This is an optimization exercise on Yosys and OpenROAD, whose aim is small area and a short achievable clock period, not a production implementation.
At most, simulation tests tie the RTL to the original design; equivalence was not proved.

==> module accelerator, before the edit <==
module accelerator #(
    parameter MAP_SIZE = 9'h00a,
    parameter k = 9'h003,
    parameter p = 9'h002,
    parameter s = 1,
    parameter ptype = 1,
    parameter act_type = 0,
    parameter N = 8,
    parameter Q = 4,
    parameter AW = 8,
    parameter DW = 8,
    parameter [N-1:0] p_sqr_inv = 8'b00000100
    )(
    input clk,
    input global_rst,
    input ce,
    input [N-1:0] activation,
    input [(k*k)*N-1:0] weight1,
    output [N-1:0] data_out,
    output valid_op,
    output end_op,
    output [N-1:0] conv_out,
    output conv_valid,
    output conv_end
    );
    integer i;
    reg [7:0] w [0:8];
    wire [7:0] wv [0:8];     
    wire [8:0] ws;           
    always @(posedge clk) begin
        for (i = 0; i < 9; i = i + 1) w[i] <= weight1[8*i +: 8];
    end
    genvar gw;
    generate
        for (gw = 0; gw < 9; gw = gw + 1) begin : WDEC
            assign wv[gw] = {w[gw][7] & |w[gw][6:0], w[gw][6:0]};
            assign ws[gw] = w[gw][7];
        end
    endgenerate
    wire x80 = activation[7] & ~|activation[6:0];
    wire [8:0] xb = {activation, 1'b0};
    wire [3:0] e_one, e_two, e_neg;
    genvar gk;
    generate
        for (gk = 0; gk < 4; gk = gk + 1) begin : ENC
            assign e_one[gk] = xb[2*gk+1] ^ xb[2*gk];
            assign e_two[gk] = ((xb[2*gk+2] & ~xb[2*gk+1] & ~xb[2*gk]) |
                                (~xb[2*gk+2] & xb[2*gk+1] & xb[2*gk])) & ~(gk == 3 && x80);
            assign e_neg[gk] = xb[2*gk+2];
        end
    endgenerate
    reg [3:0] l_one, l_two, l_neg;
    reg l_sgn;
    always @(posedge clk or posedge global_rst) begin
        if (global_rst) begin
            l_one <= 4'd0;
            l_two <= 4'd0;
            l_neg <= 4'd0;
            l_sgn <= 1'b0;
        end else if (ce) begin
            l_one <= e_one;
            l_two <= e_two;
            l_neg <= e_neg;
            l_sgn <= activation[7];
        end
    end
    reg [7:0] mac [0:7];
    reg [7:0] sr1 [0:6];
    reg [7:0] sr2 [0:6];
    wire [7:0] cin_t [0:7];
    wire [7:0] res_t [0:7];
    assign cin_t[0] = 8'd0;
    assign cin_t[1] = mac[0];
    assign cin_t[2] = mac[1];
    assign cin_t[3] = sr1[6];
    assign cin_t[4] = mac[3];
    assign cin_t[5] = mac[4];
    assign cin_t[6] = sr2[6];
    assign cin_t[7] = mac[6];
    genvar gt;
    generate
        for (gt = 0; gt < 8; gt = gt + 1) begin : TAP
            tap_mac t (.one(l_one), .two(l_two), .neg(l_neg), .wv(wv[gt]),
                       .s(l_sgn ^ ws[gt]), .c(cin_t[gt]), .r(res_t[gt]));
        end
    endgenerate
    always @(posedge clk or posedge global_rst) begin
        if (global_rst) mac[0] <= 8'd0;
        else if (ce) mac[0] <= res_t[0];
    end
    always @(posedge clk) begin
        if (ce) begin
            for (i = 1; i < 8; i = i + 1) mac[i] <= res_t[i];
            sr1[0] <= mac[2];
            sr2[0] <= mac[5];
            for (i = 1; i < 7; i = i + 1) begin
                sr1[i] <= sr1[i-1];
                sr2[i] <= sr2[i-1];
            end
        end
    end
    wire [7:0] q8;
    tap_prod tp (.one(e_one), .two(e_two), .neg(e_neg), .wv(wv[8]),
                 .s(activation[7] ^ ws[8]), .q(q8));
    reg [7:0] p8;
    always @(posedge clk) begin
        if (ce) p8 <= q8;
    end
    wire [7:0] res = mac[7] + p8;
    reg [7:0] prev;
    always @(posedge clk) begin
        if (ce) prev <= res;
    end
    reg [4:0] count;
    reg [5:0] out_cnt;
    reg first;       
    reg toggle;
    wire valid = count[4] & (count[3] | (count[2] & count[1]));    
    wire cend = valid & (&out_cnt);
    always @(posedge clk or posedge global_rst) begin
        if (global_rst) begin
            count <= 5'd0;
            out_cnt <= 6'd0;
            first <= 1'b1;
        end else if (ce) begin
            count <= count + 5'd1;
            if (valid) out_cnt <= out_cnt + 6'd1;
            if (&count) first <= 1'b0;
        end
    end
    always @(posedge clk or posedge global_rst) begin
        if (global_rst) toggle <= 1'b0;
        else if (valid) toggle <= ~toggle;
    end
    wire fix = first & (count == 5'd22) & ws[0];
    assign conv_out = toggle ? {res[7] ^ fix, res[6:0]} : prev;
    assign conv_valid = valid;
    assign conv_end = cend;
    wire pce = valid & ~cend;
    reg [3:0] pos;
    reg [2:0] nb;
    reg g;
    reg sel_sr, sel_max;     
    reg rst_m, op_en, load_sr, end_r;
    always @(posedge clk) begin
        if (global_rst) begin
            pos <= 4'd15;
            nb <= 3'd0;
            g <= 1'b0;
            sel_sr <= 1'b0;
            sel_max <= 1'b1;
            rst_m <= 1'b0;
            op_en <= 1'b0;
            load_sr <= 1'b0;
            end_r <= 1'b0;
        end else begin
            op_en <= pce & pos[3] & ~pos[0];
            if (pce) begin
                pos <= pos + 4'd1;
                if (g && nb != 3'd5) nb <= nb + 3'd1;
                end_r <= (nb == 3'd4);
                g <= (pos == 4'd14);
                rst_m <= (pos == 4'd1) | (pos == 4'd3) | (pos == 4'd5) | (pos == 4'd15);
                sel_sr <= (pos == 4'd6) | (pos == 4'd8) | (pos == 4'd10) | (pos == 4'd12);
                sel_max <= ~((pos == 4'd6) | (pos == 4'd8) | (pos == 4'd10) | (pos == 4'd12) | (pos == 4'd14));
                load_sr <= pos[0];
            end
        end
    end
    reg [6:0] maxr;
    reg [6:0] psr [0:3];
    wire [6:0] mux_out = ({7{sel_sr}} & psr[3]) | ({7{sel_max}} & maxr);
    wire take = ~conv_out[7] & (conv_out[6:0] > mux_out);
    wire [6:0] comp = pce ? (take ? conv_out[6:0] : mux_out) : 7'd0;
    always @(posedge clk) begin
        if (global_rst) maxr <= 7'd0;
        else if (pce) maxr <= rst_m ? 7'd0 : comp;
    end
    always @(posedge clk) begin
        if (load_sr) begin
            psr[0] <= comp;
            for (i = 1; i < 4; i = i + 1) psr[i] <= psr[i-1];
        end
    end
    assign data_out = {1'b0, maxr};
    assign valid_op = op_en;
    assign end_op = end_r;
endmodule
clock: 8.0 ns
lec_check: 0
cap_margin: 20
core_margin: 2
core_utilization: 65
cts_cluster_diameter: 120
cts_cluster_size: 24
place_density: 0.75
setup_slack_margin: 3.0
slew_margin: 20
standard.sh (not shown) runs the stock make flow with config.mk's settings and CLKGATE_MAP_FILE= SYNTH_SCRIPT=/design/flow/synth_recipe.tcl, a recipe that flattens the netlist after the stock synthesis.
==> flow/flow/run.sh <==
#!/bin/bash
# The standard layout (the standard.sh: ORFS synthesis to finish), except
# that the port buffers are buf_1 cells instead of the cell buffer_ports picks
# by itself (clkdlybuf4s50_1). make's full output goes to standard.log; each
# ORFS step also keeps its own log under orfs/logs/.
set -euo pipefail
bash standard.sh "BUFFER_PORTS_ARGS=-buffer_cell sky130_fd_sc_hd__buf_1" finish > standard.log 2>&1
Rerun with:
--- a/flow/design.v
+++ b/flow/design.v
@@ -106,9 +106,11 @@
     reg [7:0] p8;
     always @(posedge clk) begin
         if (ce) p8 <= q8;
     end
-    wire [7:0] res = mac[7] + p8;
+    wire [7:0] res;
+    wire res_c7;             
+    add8 ra (.a(mac[7]), .b(p8), .s(res), .c7(res_c7));
     reg [7:0] prev;
     always @(posedge clk) begin
         if (ce) prev <= res;
     end
@@ -170,9 +172,14 @@
     end
     reg [6:0] maxr;
     reg [6:0] psr [0:3];
     wire [6:0] mux_out = ({7{sel_sr}} & psr[3]) | ({7{sel_max}} & maxr);
-    wire take = ~conv_out[7] & (conv_out[6:0] > mux_out);
+    wire [6:0] cx = mac[7][6:0] ^ p8[6:0] ^ ~mux_out;
+    wire [6:0] cy = (mac[7][6:0] & p8[6:0]) | (mac[7][6:0] & ~mux_out) | (p8[6:0] & ~mux_out);
+    wire [8:0] v = {2'b0, cx} + {1'b0, cy, 1'b0};
+    wire gt_res = ~conv_out[7] & (res_c7 ? v[8] : (v[8] | v[7]));
+    wire gt_prev = ~prev[7] & (prev[6:0] > mux_out);
+    wire take = toggle ? gt_res : gt_prev;
     wire [6:0] comp = pce ? (take ? conv_out[6:0] : mux_out) : 7'd0;
     always @(posedge clk) begin
         if (global_rst) maxr <= 7'd0;
         else if (pce) maxr <= rst_m ? 7'd0 : comp;
@@ -297,4 +304,20 @@
     wire [10:0] b = {p_t38, p_t36, p_t34, p_t32, p_t30, p_t28, p_t26, p_t24, p_t22, p_t20, s};
     wire [10:0] t = a + b;
     assign q = {s, t[10:4]};
 endmodule
+module add8 (
+    input  [7:0] a,
+    input  [7:0] b,
+    output [7:0] s,
+    output c7
+);
+    wire [7:0] g0 = a & b;
+    wire [7:0] p0 = a ^ b;
+    wire [7:0] g1 = g0 | (p0 & {g0[6:0], 1'b0});
+    wire [7:0] p1 = p0 & {p0[6:0], 1'b1};
+    wire [7:0] g2 = g1 | (p1 & {g1[5:0], 2'b0});
+    wire [7:0] p2 = p1 & {p1[5:0], 2'b11};
+    wire [7:0] g3 = g2 | (p2 & {g2[3:0], 4'b0});
+    assign s = p0 ^ {g3[6:0], 1'b0};
+    assign c7 = g3[6];
+endmodule
=> Final cell count rises by about 2%. Register-to-register slack improves by 0.06 ns. Maximum frequency rises by about 0.8%. Wire length rises by about 1.1%. Die area rises by 1.7%. Clock-buffer cell count rises by 1. Flip-flop and latch count does not change. Design area rises by 1.0%. Setup slack improves by 0.039 ns.

Another version of the RTL of accelerator (not shown whole).
Size: roughly 2500 cells after synthesis, ~340 flip-flops, roughly 100 I/O pins, ~0.026 mm² of cells after synthesis.
Settings: LEC_CHECK=0, CAP_MARGIN=20, CORE_MARGIN=2, CORE_UTILIZATION=65, PLACE_DENSITY=0.75, SETUP_SLACK_MARGIN=3.0, SLEW_MARGIN=20; clock period 8.0 ns.
run.sh (not shown) runs the stock make flow with config.mk's settings and CLKGATE_MAP_FILE= SYNTH_SCRIPT=/design/flow/synth_recipe.tcl, a recipe that flattens the netlist after the stock synthesis.
Stock flow here: none of the scripts above is used.
Next try:
--- a/flow/design.v
+++ b/flow/design.v
@@ -203,14 +203,13 @@
     input  [3:0] neg,
     input  [7:0] wv,
     input        s,
     input  [7:0] c,
     output [7:0] r
 );
-    wire [4:0] nwv = ~wv[4:0] + 5'd1;
-    wire [4:0] p3 = neg[3] ? nwv : wv[4:0];
+    wire [4:0] p3 = wv[4:0] ^ ({5{neg[3]}} & {|wv[3:0], |wv[2:0], |wv[1:0], wv[0], 1'b0});
     wire p_t0 = (((one[0] & wv[2]) | (two[0] & wv[1])) ^ neg[0]) ^ ((one[1] & wv[0]) ^ neg[1]);
     wire p_t1 = (((one[0] & wv[2]) | (two[0] & wv[1])) ^ neg[0]) & ((one[1] & wv[0]) ^ neg[1]);
     wire p_t2 = (((one[0] & wv[3]) | (two[0] & wv[2])) ^ neg[0]) ^ (((one[1] & wv[1]) | (two[1] & wv[0])) ^ neg[1]);
     wire p_t3 = (((one[0] & wv[3]) | (two[0] & wv[2])) ^ neg[0]) & (((one[1] & wv[1]) | (two[1] & wv[0])) ^ neg[1]);
     wire p_t4 = (((one[0] & wv[4]) | (two[0] & wv[3])) ^ neg[0]) ^ (((one[1] & wv[2]) | (two[1] & wv[1])) ^ neg[1]) ^ ((one[2] & wv[0]) ^ neg[2]);
     wire p_t5 = ((((one[0] & wv[4]) | (two[0] & wv[3])) ^ neg[0]) & (((one[1] & wv[2]) | (two[1] & wv[1])) ^ neg[1])) | ((((one[0] & wv[4]) | (two[0] & wv[3])) ^ neg[0]) & ((one[2] & wv[0]) ^ neg[2])) | ((((one[1] & wv[2]) | (two[1] & wv[1])) ^ neg[1]) & ((one[2] & wv[0]) ^ neg[2]));
@@ -247,30 +246,24 @@
     wire p_t36 = p_t13 ^ p_t14 ^ ((one[3] & p3[3]) | (two[3] & p3[2]));
     wire p_t37 = (p_t13 & p_t14) | (p_t13 & ((one[3] & p3[3]) | (two[3] & p3[2]))) | (p_t14 & ((one[3] & p3[3]) | (two[3] & p3[2])));
     wire p_t38 = p_t15 ^ p_t16 ^ ((one[3] & p3[4]) | (two[3] & p3[3]));
     wire p_t39 = (p_t15 & p_t16) | (p_t15 & ((one[3] & p3[4]) | (two[3] & p3[3]))) | (p_t16 & ((one[3] & p3[4]) | (two[3] & p3[3])));
     wire [10:0] a = {p_t37, p_t35, p_t33, p_t31, p_t29, p_t27, p_t25, p_t23, p_t21, p_t19, p_t18};
     wire [10:0] b = {p_t38, p_t36, p_t34, p_t32, p_t30, p_t28, p_t26, p_t24, p_t22, p_t20, s};
-    wire [4:0] lo = a[3:0] + b[3:0];
-    wire cin = lo[4];
-    wire [7:0] hs = a[10:4] + b[10:4] + cin;       
-    wire [6:0] x = c[6:0] ^ a[10:4] ^ b[10:4];
-    wire [6:0] y = (c[6:0] & a[10:4]) | (c[6:0] & b[10:4]) | (a[10:4] & b[10:4]);
-    wire [7:0] w = {1'b0, x} + {y, 1'b0} + cin;
-    assign r = {c[7] ^ s ^ w[7] ^ hs[7], w[6:0]};
+    wire [10:0] t = a + b;
+    assign r = c + {s, t[10:4]};
 endmodule
 module tap_prod (
     input  [3:0] one,
     input  [3:0] two,
     input  [3:0] neg,
     input  [7:0] wv,
     input        s,
     output [7:0] q
 );
-    wire [4:0] nwv = ~wv[4:0] + 5'd1;
-    wire [4:0] p3 = neg[3] ? nwv : wv[4:0];
+    wire [4:0] p3 = wv[4:0] ^ ({5{neg[3]}} & {|wv[3:0], |wv[2:0], |wv[1:0], wv[0], 1'b0});
     wire p_t0 = (((one[0] & wv[2]) | (two[0] & wv[1])) ^ neg[0]) ^ ((one[1] & wv[0]) ^ neg[1]);
     wire p_t1 = (((one[0] & wv[2]) | (two[0] & wv[1])) ^ neg[0]) & ((one[1] & wv[0]) ^ neg[1]);
     wire p_t2 = (((one[0] & wv[3]) | (two[0] & wv[2])) ^ neg[0]) ^ (((one[1] & wv[1]) | (two[1] & wv[0])) ^ neg[1]);
     wire p_t3 = (((one[0] & wv[3]) | (two[0] & wv[2])) ^ neg[0]) & (((one[1] & wv[1]) | (two[1] & wv[0])) ^ neg[1]);
     wire p_t4 = (((one[0] & wv[4]) | (two[0] & wv[3])) ^ neg[0]) ^ (((one[1] & wv[2]) | (two[1] & wv[1])) ^ neg[1]) ^ ((one[2] & wv[0]) ^ neg[2]);
     wire p_t5 = ((((one[0] & wv[4]) | (two[0] & wv[3])) ^ neg[0]) & (((one[1] & wv[2]) | (two[1] & wv[1])) ^ neg[1])) | ((((one[0] & wv[4]) | (two[0] & wv[3])) ^ neg[0]) & ((one[2] & wv[0]) ^ neg[2])) | ((((one[1] & wv[2]) | (two[1] & wv[1])) ^ neg[1]) & ((one[2] & wv[0]) ^ neg[2]));
Maximum frequency stays flat. Worst setup slack gets better by 0.013 ns. Hold slack loses 0.0037 ns. Cell count decreases by 0.72%. Cell area hardly moves. Synthesized cell count decreases by 1.1%. Clock-buffer cell count is lower by 8. Die area falls by 1.6%. Wire length is higher by 3.4%. Non-clock buffer count is higher by 21.
No run of this note included a check of the RTL's function; only the layout flow was run.

## green
accelerator, a different RTL version from the one above (not shown whole).
For scale: about 2300 cells after synthesis, about 340 flip-flops, about 25000 um2 of cells after synthesis.
Settings: LEC_CHECK=0, CAP_MARGIN=20, CORE_MARGIN=2, CORE_UTILIZATION=65, PLACE_DENSITY=0.75, SETUP_SLACK_MARGIN=3.0, SLEW_MARGIN=20; clock period 8.0 ns.
Input-level comparison between blue and green:
--- a/flow/design.v
+++ b/flow/design.v
@@ -101,21 +101,19 @@
         end
     end
     wire [7:0] q8;
     tap_prod tp (.one(e_one), .two(e_two), .neg(e_neg), .wv(wv[8]),
                  .s(activation[7] ^ ws[8]), .q(q8));
     reg [7:0] p8;
     always @(posedge clk) begin
         if (ce) p8 <= q8;
     end
-    wire [7:0] res;
-    wire res_c7;             
-    add8 ra (.a(mac[7]), .b(p8), .s(res), .c7(res_c7));
+    wire [7:0] res = mac[7] + p8;
     reg [7:0] prev;
     always @(posedge clk) begin
         if (ce) prev <= res;
     end
     reg [4:0] count;
     reg [5:0] out_cnt;
     reg first;       
     reg toggle;
     wire valid = count[4] & (count[3] | (count[2] & count[1]));    
@@ -137,52 +135,52 @@
     end
     wire fix = first & (count == 5'd22) & ws[0];
     assign conv_out = toggle ? {res[7] ^ fix, res[6:0]} : prev;
     assign conv_valid = valid;
     assign conv_end = cend;
     wire pce = valid & ~cend;
     reg [3:0] pos;
     reg [2:0] nb;
     reg g;
-    reg sel_sr, sel_max;     
+    reg [1:0] sel;
     reg rst_m, op_en, load_sr, end_r;
     always @(posedge clk) begin
         if (global_rst) begin
             pos <= 4'd15;
             nb <= 3'd0;
             g <= 1'b0;
-            sel_sr <= 1'b0;
-            sel_max <= 1'b1;
+            sel <= 2'd0;
             rst_m <= 1'b0;
             op_en <= 1'b0;
             load_sr <= 1'b0;
             end_r <= 1'b0;
         end else begin
             op_en <= pce & pos[3] & ~pos[0];
             if (pce) begin
                 pos <= pos + 4'd1;
                 if (g && nb != 3'd5) nb <= nb + 3'd1;
                 end_r <= (nb == 3'd4);
                 g <= (pos == 4'd14);
                 rst_m <= (pos == 4'd1) | (pos == 4'd3) | (pos == 4'd5) | (pos == 4'd15);
-                sel_sr <= (pos == 4'd6) | (pos == 4'd8) | (pos == 4'd10) | (pos == 4'd12);
-                sel_max <= ~((pos == 4'd6) | (pos == 4'd8) | (pos == 4'd10) | (pos == 4'd12) | (pos == 4'd14));
+                sel <= (pos == 4'd14) ? 2'b10 :
+                       ((pos == 4'd6) | (pos == 4'd8) | (pos == 4'd10) | (pos == 4'd12)) ? 2'b01 : 2'b00;
                 load_sr <= pos[0];
             end
         end
     end
     reg [6:0] maxr;
     reg [6:0] psr [0:3];
-    wire [6:0] mux_out = ({7{sel_sr}} & psr[3]) | ({7{sel_max}} & maxr);
+    wire [6:0] mux_out = (sel == 2'b01) ? psr[3] : ((sel == 2'b00) ? maxr : 7'd0);
+    wire [7:0] u = mac[7][6:0] + p8[6:0];
     wire [6:0] cx = mac[7][6:0] ^ p8[6:0] ^ ~mux_out;
     wire [6:0] cy = (mac[7][6:0] & p8[6:0]) | (mac[7][6:0] & ~mux_out) | (p8[6:0] & ~mux_out);
     wire [8:0] v = {2'b0, cx} + {1'b0, cy, 1'b0};
-    wire gt_res = ~conv_out[7] & (res_c7 ? v[8] : (v[8] | v[7]));
+    wire gt_res = ~conv_out[7] & (u[7] ? v[8] : (v[8] | v[7]));
     wire gt_prev = ~prev[7] & (prev[6:0] > mux_out);
     wire take = toggle ? gt_res : gt_prev;
     wire [6:0] comp = pce ? (take ? conv_out[6:0] : mux_out) : 7'd0;
     always @(posedge clk) begin
         if (global_rst) maxr <= 7'd0;
         else if (pce) maxr <= rst_m ? 7'd0 : comp;
     end
     wire psr_rst = g && global_rst;
     always @(posedge clk or posedge psr_rst) begin
@@ -302,25 +300,9 @@
     wire p_t36 = p_t13 ^ p_t14 ^ ((one[3] & p3[3]) | (two[3] & p3[2]));
     wire p_t37 = (p_t13 & p_t14) | (p_t13 & ((one[3] & p3[3]) | (two[3] & p3[2]))) | (p_t14 & ((one[3] & p3[3]) | (two[3] & p3[2])));
     wire p_t38 = p_t15 ^ p_t16 ^ ((one[3] & p3[4]) | (two[3] & p3[3]));
     wire p_t39 = (p_t15 & p_t16) | (p_t15 & ((one[3] & p3[4]) | (two[3] & p3[3]))) | (p_t16 & ((one[3] & p3[4]) | (two[3] & p3[3])));
     wire [10:0] a = {p_t37, p_t35, p_t33, p_t31, p_t29, p_t27, p_t25, p_t23, p_t21, p_t19, p_t18};
     wire [10:0] b = {p_t38, p_t36, p_t34, p_t32, p_t30, p_t28, p_t26, p_t24, p_t22, p_t20, s};
     wire [10:0] t = a + b;
     assign q = {s, t[10:4]};
 endmodule
-module add8 (
-    input  [7:0] a,
-    input  [7:0] b,
-    output [7:0] s,
-    output c7
-);
-    wire [7:0] g0 = a & b;
-    wire [7:0] p0 = a ^ b;
-    wire [7:0] g1 = g0 | (p0 & {g0[6:0], 1'b0});
-    wire [7:0] p1 = p0 & {p0[6:0], 1'b1};
-    wire [7:0] g2 = g1 | (p1 & {g1[5:0], 2'b0});
-    wire [7:0] p2 = p1 & {p1[5:0], 2'b11};
-    wire [7:0] g3 = g2 | (p2 & {g2[3:0], 4'b0});
-    assign s = p0 ^ {g3[6:0], 1'b0};
-    assign c7 = g3[6];
-endmodule
### Flow results
From green to blue the numbers moved as follows: number of global-route vias before repair picked up an extra about 0.9%; instance area after placement rose by about 0.54%; final cell count +40.
Going from green to blue, global-route wire length before repair increased 2.7%; number of stages on the worst setup path saw little to no change; buffer count from post-CTS setup fixing up 7.
Area overhead of the layout relative to synthesis was lower in the run labelled green.
The RTL of blue was laid out without a check of its function.

-- what the ideal ports hide --
The results above use ideal ports. As a check the final layouts listed here were re-extracted and re-timed, cells and wires unchanged.
Step 1: set_driving_cell puts a clkbuf_16 on clk and a buf_2 on each other input, an assumption about the parent block.
Step 2 times the ports against the registers' clock, not the clock port: input delays grow and output delays shrink by t, the midpoint of the rising clock arrivals with the driver on.
Three values: ideal ports, drivers, drivers and shift; two values: the first two.
run	t (ns)	setup slack, ns	worst setup path at the end	slew at the worst register clock pin (ns)	pins driven straight from the clock port
the first run of note 1	0.592	3.130 / 3.160 / 2.569	input to register	0.10 / 0.10	1
the second run of note 1	0.580	3.168 / 3.198 / 2.619	input to register	0.10 / 0.10	1
the first run of note 2	0.605	3.087 / 3.086 / 2.516	input to register	0.07 / 0.07	1
the second run of note 2	0.619	3.101 / 3.045 / 2.627	input to register	0.06 / 0.06	1
green	0.603	3.101 / 3.048 / 2.569	input to register	0.07 / 0.07	1
blue	0.601	3.143 / 3.085 / 2.629	input to register	0.07 / 0.07	1
After both steps every run listed still meets setup and hold. For the first run of note 2, which loses most, drivers alone change the setup slack by -0.001 ns; drivers and shift together by -0.571 ns.
